Context: an optimization exercise on an open-source flow, tuned for small area, a short achievable clock period and few clock cycles per item. The choices shown serve that exercise and are no tape-out recipe. In this exercise RTL edits were held to simulation tests only and were not proved equivalent to the original.

==> trial 63: inputs <==
==> flow/design.v (excerpt) <==
module alu
  #(
    parameter IN_WL = 15,
    parameter OUT_WL = 16
    )
  (
    input wire rstb,
    input wire clk_i,
    input wire in_valid,                  
    output wire in_ready,                 
    input wire [1:0] cmd,                 
    input wire [IN_WL-1:0] a,             
    input wire [IN_WL-1:0] b,             
    output logic out_valid,               
    output logic [OUT_WL-1:0] r           
  );
export LEC_CHECK = 0
export CAP_MARGIN = 20
export CORE_MARGIN = 2
export CORE_UTILIZATION = 40
export PLACE_DENSITY = 0.6
export SLEW_MARGIN = 20
create_clock -name core_clock -period 6.5 [get_ports {clk_i}]
run.sh (not shown) runs the stock make flow with config.mk's settings and CLKGATE_MAP_FILE= SYNTH_SCRIPT=/design/flow/synth_recipe.tcl, a recipe that flattens the netlist after the stock synthesis.
==> trial 95: changes against trial 63 <==
--- a/flow/design.v
+++ b/flow/design.v
@@ -378,22 +378,16 @@
   logic y167_q1;
   logic y168_q1;
   logic y163_q1;
   logic y164_q1;
   logic s252_q1;
   logic y161_q1;
   logic c253_q1;
   logic y162_q1;
-  logic s224_q2;
-  logic c265_q2;
-  logic s266_q2;
-  logic s228_q2;
-  logic c267_q2;
-  logic s268_q2;
   logic c269_q2;
   logic s232_q2;
   logic s270_q2;
   logic s236_q2;
   logic c271_q2;
   logic s272_q2;
   logic s240_q2;
   logic c273_q2;
@@ -412,24 +406,28 @@
   logic c284_q2;
   logic c286_q2;
   logic c288_q2;
   logic c290_q2;
   logic c292_q2;
   logic c294_q2;
   logic c296_q2;
   logic c298_q2;
+  logic c300_q2;
+  logic c302_q2;
   logic pp8_q2;
   logic s283_q2;
   logic s285_q2;
   logic s287_q2;
   logic s289_q2;
   logic s291_q2;
   logic s293_q2;
   logic s295_q2;
+  logic s297_q2;
+  logic s299_q2;
   assign mul1 = cmd[1] & ~cmd[0];
   assign as2 = ~cmd[1];
   assign sub3 = ~cmd[1] & cmd[0];
   assign dv4 = cmd[1] & cmd[0];
   assign e1_5 = ((mul1 & (b[0] ^ 1'b0)) | as2);
   assign e2_6 = (mul1 & ((b[1] & ~b[0] & ~1'b0) | (~b[1] & b[0] & 1'b0)));
   assign ng_7 = (mul1 & b[1]);
   assign pp8 = ((e1_5_q1 & a_0_q1) ^ ng_7_q1);
@@ -716,22 +714,22 @@
   assign s289 = s210 ^ c257 ^ s258;
   assign c290 = (s210 & c257) | (s210 & s258) | (c257 & s258);
   assign s291 = s212 ^ c259 ^ s260;
   assign c292 = (s212 & c259) | (s212 & s260) | (c259 & s260);
   assign s293 = c261 ^ s214 ^ s262;
   assign c294 = (c261 & s214) | (c261 & s262) | (s214 & s262);
   assign s295 = s218 ^ c263 ^ s264;
   assign c296 = (s218 & c263) | (s218 & s264) | (c263 & s264);
-  assign s297 = s224_q2 ^ c265_q2 ^ s266_q2;
+  assign s297 = s224 ^ c265 ^ s266;
   assign c298 = (s224 & c265) | (s224 & s266) | (c265 & s266);
-  assign s299 = s228_q2 ^ c267_q2 ^ s268_q2;
-  assign c300 = (s228_q2 & c267_q2) | (s228_q2 & s268_q2) | (c267_q2 & s268_q2);
+  assign s299 = s228 ^ c267 ^ s268;
+  assign c300 = (s228 & c267) | (s228 & s268) | (c267 & s268);
   assign s301 = c269_q2 ^ s232_q2 ^ s270_q2;
-  assign c302 = (c269_q2 & s232_q2) | (c269_q2 & s270_q2) | (s232_q2 & s270_q2);
+  assign c302 = (c269 & s232) | (c269 & s270) | (s232 & s270);
   assign s303 = s236_q2 ^ c271_q2 ^ s272_q2;
   assign c304 = (s236_q2 & c271_q2) | (s236_q2 & s272_q2) | (c271_q2 & s272_q2);
   assign s305 = s240_q2 ^ c273_q2 ^ s274_q2;
   assign c306 = (s240_q2 & c273_q2) | (s240_q2 & s274_q2) | (c273_q2 & s274_q2);
   assign s307 = s244_q2 ^ c275_q2 ^ s276_q2;
   assign c308 = (s244_q2 & c275_q2) | (s244_q2 & s276_q2) | (c275_q2 & s276_q2);
   assign s309 = s248_q2 ^ c277_q2 ^ s278_q2;
   assign c310 = (s248_q2 & c277_q2) | (s248_q2 & s278_q2) | (c277_q2 & s278_q2);
@@ -789,22 +787,16 @@
     y167_q1 <= y167;
     y168_q1 <= y168;
     y163_q1 <= y163;
     y164_q1 <= y164;
     s252_q1 <= s252;
     y161_q1 <= y161;
     c253_q1 <= c253;
     y162_q1 <= y162;
-    s224_q2 <= s224;
-    c265_q2 <= c265;
-    s266_q2 <= s266;
-    s228_q2 <= s228;
-    c267_q2 <= c267;
-    s268_q2 <= s268;
     c269_q2 <= c269;
     s232_q2 <= s232;
     s270_q2 <= s270;
     s236_q2 <= s236;
     c271_q2 <= c271;
     s272_q2 <= s272;
     s240_q2 <= s240;
     c273_q2 <= c273;
@@ -823,28 +815,32 @@
     c284_q2 <= c284;
     c286_q2 <= c286;
     c288_q2 <= c288;
     c290_q2 <= c290;
     c292_q2 <= c292;
     c294_q2 <= c294;
     c296_q2 <= c296;
     c298_q2 <= c298;
+    c300_q2 <= c300;
+    c302_q2 <= c302;
     pp8_q2 <= pp8;
     s283_q2 <= s283;
     s285_q2 <= s285;
     s287_q2 <= s287;
     s289_q2 <= s289;
     s291_q2 <= s291;
     s293_q2 <= s293;
     s295_q2 <= s295;
+    s297_q2 <= s297;
+    s299_q2 <= s299;
   end
   logic [15:0] sum_x, sum_y;
-  assign sum_x = {c310, c308, c306, c304, c302, c300, c298_q2, c296_q2, c294_q2, c292_q2, c290_q2, c288_q2, c286_q2, c284_q2, c282_q2, s281_q2};
-  assign sum_y = {s311, s309, s307, s305, s303, s301, s299, s297, s295_q2, s293_q2, s291_q2, s289_q2, s287_q2, s285_q2, s283_q2, pp8_q2};
+  assign sum_x = {c310, c308, c306, c304, c302_q2, c300_q2, c298_q2, c296_q2, c294_q2, c292_q2, c290_q2, c288_q2, c286_q2, c284_q2, c282_q2, s281_q2};
+  assign sum_y = {s311, s309, s307, s305, s303, s301, s299_q2, s297_q2, s295_q2, s293_q2, s291_q2, s289_q2, s287_q2, s285_q2, s283_q2, pp8_q2};
   logic [1:0] vld;
   always_ff @(posedge clk_i) begin
     if (!rstb) begin
       vld <= '0;
       out_valid <= 1'b0;
     end else begin
       vld <= {vld, in_valid};
       out_valid <= vld[1];
- CAP_MARGIN: 20 -> 0
- CTS_BUF_LIST: default -> sky130_fd_sc_hd__clkbuf_4
- SETUP_SLACK_MARGIN: default -> 4.4
- SLEW_MARGIN: 20 -> 0
==> build 88: changes against trial 63 <==
--- a/flow/design.v
+++ b/flow/design.v
@@ -378,22 +378,16 @@
   logic y167_q1;
   logic y168_q1;
   logic y163_q1;
   logic y164_q1;
   logic s252_q1;
   logic y161_q1;
   logic c253_q1;
   logic y162_q1;
-  logic s224_q2;
-  logic c265_q2;
-  logic s266_q2;
-  logic s228_q2;
-  logic c267_q2;
-  logic s268_q2;
   logic c269_q2;
   logic s232_q2;
   logic s270_q2;
   logic s236_q2;
   logic c271_q2;
   logic s272_q2;
   logic s240_q2;
   logic c273_q2;
@@ -412,24 +406,28 @@
   logic c284_q2;
   logic c286_q2;
   logic c288_q2;
   logic c290_q2;
   logic c292_q2;
   logic c294_q2;
   logic c296_q2;
   logic c298_q2;
+  logic c300_q2;
+  logic c302_q2;
   logic pp8_q2;
   logic s283_q2;
   logic s285_q2;
   logic s287_q2;
   logic s289_q2;
   logic s291_q2;
   logic s293_q2;
   logic s295_q2;
+  logic s297_q2;
+  logic s299_q2;
   assign mul1 = cmd[1] & ~cmd[0];
   assign as2 = ~cmd[1];
   assign sub3 = ~cmd[1] & cmd[0];
   assign dv4 = cmd[1] & cmd[0];
   assign e1_5 = ((mul1 & (b[0] ^ 1'b0)) | as2);
   assign e2_6 = (mul1 & ((b[1] & ~b[0] & ~1'b0) | (~b[1] & b[0] & 1'b0)));
   assign ng_7 = (mul1 & b[1]);
   assign pp8 = ((e1_5_q1 & a_0_q1) ^ ng_7_q1);
@@ -716,22 +714,22 @@
   assign s289 = s210 ^ c257 ^ s258;
   assign c290 = (s210 & c257) | (s210 & s258) | (c257 & s258);
   assign s291 = s212 ^ c259 ^ s260;
   assign c292 = (s212 & c259) | (s212 & s260) | (c259 & s260);
   assign s293 = c261 ^ s214 ^ s262;
   assign c294 = (c261 & s214) | (c261 & s262) | (s214 & s262);
   assign s295 = s218 ^ c263 ^ s264;
   assign c296 = (s218 & c263) | (s218 & s264) | (c263 & s264);
-  assign s297 = s224_q2 ^ c265_q2 ^ s266_q2;
+  assign s297 = s224 ^ c265 ^ s266;
   assign c298 = (s224 & c265) | (s224 & s266) | (c265 & s266);
-  assign s299 = s228_q2 ^ c267_q2 ^ s268_q2;
-  assign c300 = (s228_q2 & c267_q2) | (s228_q2 & s268_q2) | (c267_q2 & s268_q2);
+  assign s299 = s228 ^ c267 ^ s268;
+  assign c300 = (s228 & c267) | (s228 & s268) | (c267 & s268);
   assign s301 = c269_q2 ^ s232_q2 ^ s270_q2;
-  assign c302 = (c269_q2 & s232_q2) | (c269_q2 & s270_q2) | (s232_q2 & s270_q2);
+  assign c302 = (c269 & s232) | (c269 & s270) | (s232 & s270);
   assign s303 = s236_q2 ^ c271_q2 ^ s272_q2;
   assign c304 = (s236_q2 & c271_q2) | (s236_q2 & s272_q2) | (c271_q2 & s272_q2);
   assign s305 = s240_q2 ^ c273_q2 ^ s274_q2;
   assign c306 = (s240_q2 & c273_q2) | (s240_q2 & s274_q2) | (c273_q2 & s274_q2);
   assign s307 = s244_q2 ^ c275_q2 ^ s276_q2;
   assign c308 = (s244_q2 & c275_q2) | (s244_q2 & s276_q2) | (c275_q2 & s276_q2);
   assign s309 = s248_q2 ^ c277_q2 ^ s278_q2;
   assign c310 = (s248_q2 & c277_q2) | (s248_q2 & s278_q2) | (c277_q2 & s278_q2);
@@ -789,22 +787,16 @@
     y167_q1 <= y167;
     y168_q1 <= y168;
     y163_q1 <= y163;
     y164_q1 <= y164;
     s252_q1 <= s252;
     y161_q1 <= y161;
     c253_q1 <= c253;
     y162_q1 <= y162;
-    s224_q2 <= s224;
-    c265_q2 <= c265;
-    s266_q2 <= s266;
-    s228_q2 <= s228;
-    c267_q2 <= c267;
-    s268_q2 <= s268;
     c269_q2 <= c269;
     s232_q2 <= s232;
     s270_q2 <= s270;
     s236_q2 <= s236;
     c271_q2 <= c271;
     s272_q2 <= s272;
     s240_q2 <= s240;
     c273_q2 <= c273;
@@ -823,28 +815,32 @@
     c284_q2 <= c284;
     c286_q2 <= c286;
     c288_q2 <= c288;
     c290_q2 <= c290;
     c292_q2 <= c292;
     c294_q2 <= c294;
     c296_q2 <= c296;
     c298_q2 <= c298;
+    c300_q2 <= c300;
+    c302_q2 <= c302;
     pp8_q2 <= pp8;
     s283_q2 <= s283;
     s285_q2 <= s285;
     s287_q2 <= s287;
     s289_q2 <= s289;
     s291_q2 <= s291;
     s293_q2 <= s293;
     s295_q2 <= s295;
+    s297_q2 <= s297;
+    s299_q2 <= s299;
   end
   logic [15:0] sum_x, sum_y;
-  assign sum_x = {c310, c308, c306, c304, c302, c300, c298_q2, c296_q2, c294_q2, c292_q2, c290_q2, c288_q2, c286_q2, c284_q2, c282_q2, s281_q2};
-  assign sum_y = {s311, s309, s307, s305, s303, s301, s299, s297, s295_q2, s293_q2, s291_q2, s289_q2, s287_q2, s285_q2, s283_q2, pp8_q2};
+  assign sum_x = {c310, c308, c306, c304, c302_q2, c300_q2, c298_q2, c296_q2, c294_q2, c292_q2, c290_q2, c288_q2, c286_q2, c284_q2, c282_q2, s281_q2};
+  assign sum_y = {s311, s309, s307, s305, s303, s301, s299_q2, s297_q2, s295_q2, s293_q2, s291_q2, s289_q2, s287_q2, s285_q2, s283_q2, pp8_q2};
   logic [1:0] vld;
   always_ff @(posedge clk_i) begin
     if (!rstb) begin
       vld <= '0;
       out_valid <= 1'b0;
     end else begin
       vld <= {vld, in_valid};
       out_valid <= vld[1];
- CAP_MARGIN: 20 -> 0
- CORE_UTILIZATION: 40 -> 50
- CTS_BUF_LIST: default -> sky130_fd_sc_hd__clkbuf_4
- PLACE_DENSITY: 0.6 -> 0.65
- SETUP_SLACK_MARGIN: default -> 4.3
- SLEW_MARGIN: 20 -> 0
- TNS_END_PERCENT: default -> 0
==> impl_metrics.ini <==
[synthesis]
syn_nets = 785
synthAdderAreaFrac_pct = 19.01

[sta]
fin_worst_hold_slack_ns = 0.4370

[layout]
postLayoutCoreUtil_pct = 57.82

[power]
power.density_mw_per_mm2 = 333.8

[grt]
grt_pass1_wl_mm = 25.39

[status]
outcome = no timing/DRC/antenna violations

[worst_setup_path]
crit_family = simple AND/OR/NAND/NOR gates

[die]
start_util_pct = 50.64
the above is filed under build 88

==> impl_metrics.ini <==
[status]
outcome = no timing/DRC/antenna violations

[power]
intPower_mw = 2.103
power.density_mw_per_mm2 = 378.9

[sta]
fin_worst_hold_slack_ns = 0.4361

[layout]
postLayoutCoreUtil_pct = 47.92

[worst_setup_path]
crit_family = simple AND/OR/NAND/NOR gates
critPathRequiredTime_ns = 6.84

[die]
start_util_pct = 41.02

[synthesis]
syn_nets = 809

[grt]
grt_pass1_wl_mm = 27.34
the above is filed under trial 63

==> impl_metrics.ini <==
[sta]
fin_worst_hold_slack_ns = 0.4419

[synthesis]
syn_nets = 785
synthAdderAreaFrac_pct = 19.01

[status]
outcome = no timing/DRC/antenna violations

[worst_setup_path]
crit_family = adder cells

[layout]
postLayoutCoreUtil_pct = 50.09

[grt]
grt_pass1_wl_mm = 26.85

[die]
start_util_pct = 40.61
the above is filed under trial 95

Testbench counts of trial 63, summed over its fixed seeds: cycles 16,016, items 16,000.
Testbench counts of trial 95, summed over its fixed seeds: cycles 16,016, items 16,000.
Testbench counts of build 88, summed over its fixed seeds: cycles 16,016, items 16,000.

[re-timing with driven ports]
In the flow no input, the clock included, has a driving cell. The finished layouts below were timed again as built, in two steps. Step 1 (the two cells are an assumption about what drives the block):
set clk [get_ports {clk_i}]
set_driving_cell -lib_cell sky130_fd_sc_hd__clkbuf_16 $clk
set_driving_cell -lib_cell sky130_fd_sc_hd__buf_2 [delete_from_list [all_inputs] $clk]
Step 2, shift: input delay + t, output delay - t, t = (earliest + latest rising clock arrival at the registers) / 2. This alone moves slack from input paths to output paths. a / b / c = ideal / step 1 / step 2; a / b = the first two.
run	shift t [ns]	setup slack, ns	hold slack, ns
trial 63	0.458	2.912 / 2.931 / 2.473	0.436 / 0.436 / 0.436
trial 95	0.556	4.182 / 4.182 / 3.717	0.442 / 0.442 / 0.442
build 88	0.565	4.154 / 4.164 / 3.608	0.437 / 0.437 / 0.437
After both steps setup and hold are still met in every run listed. For build 88, which loses most, drivers alone change the setup slack by +0.010 ns; drivers and shift together by -0.546 ns.
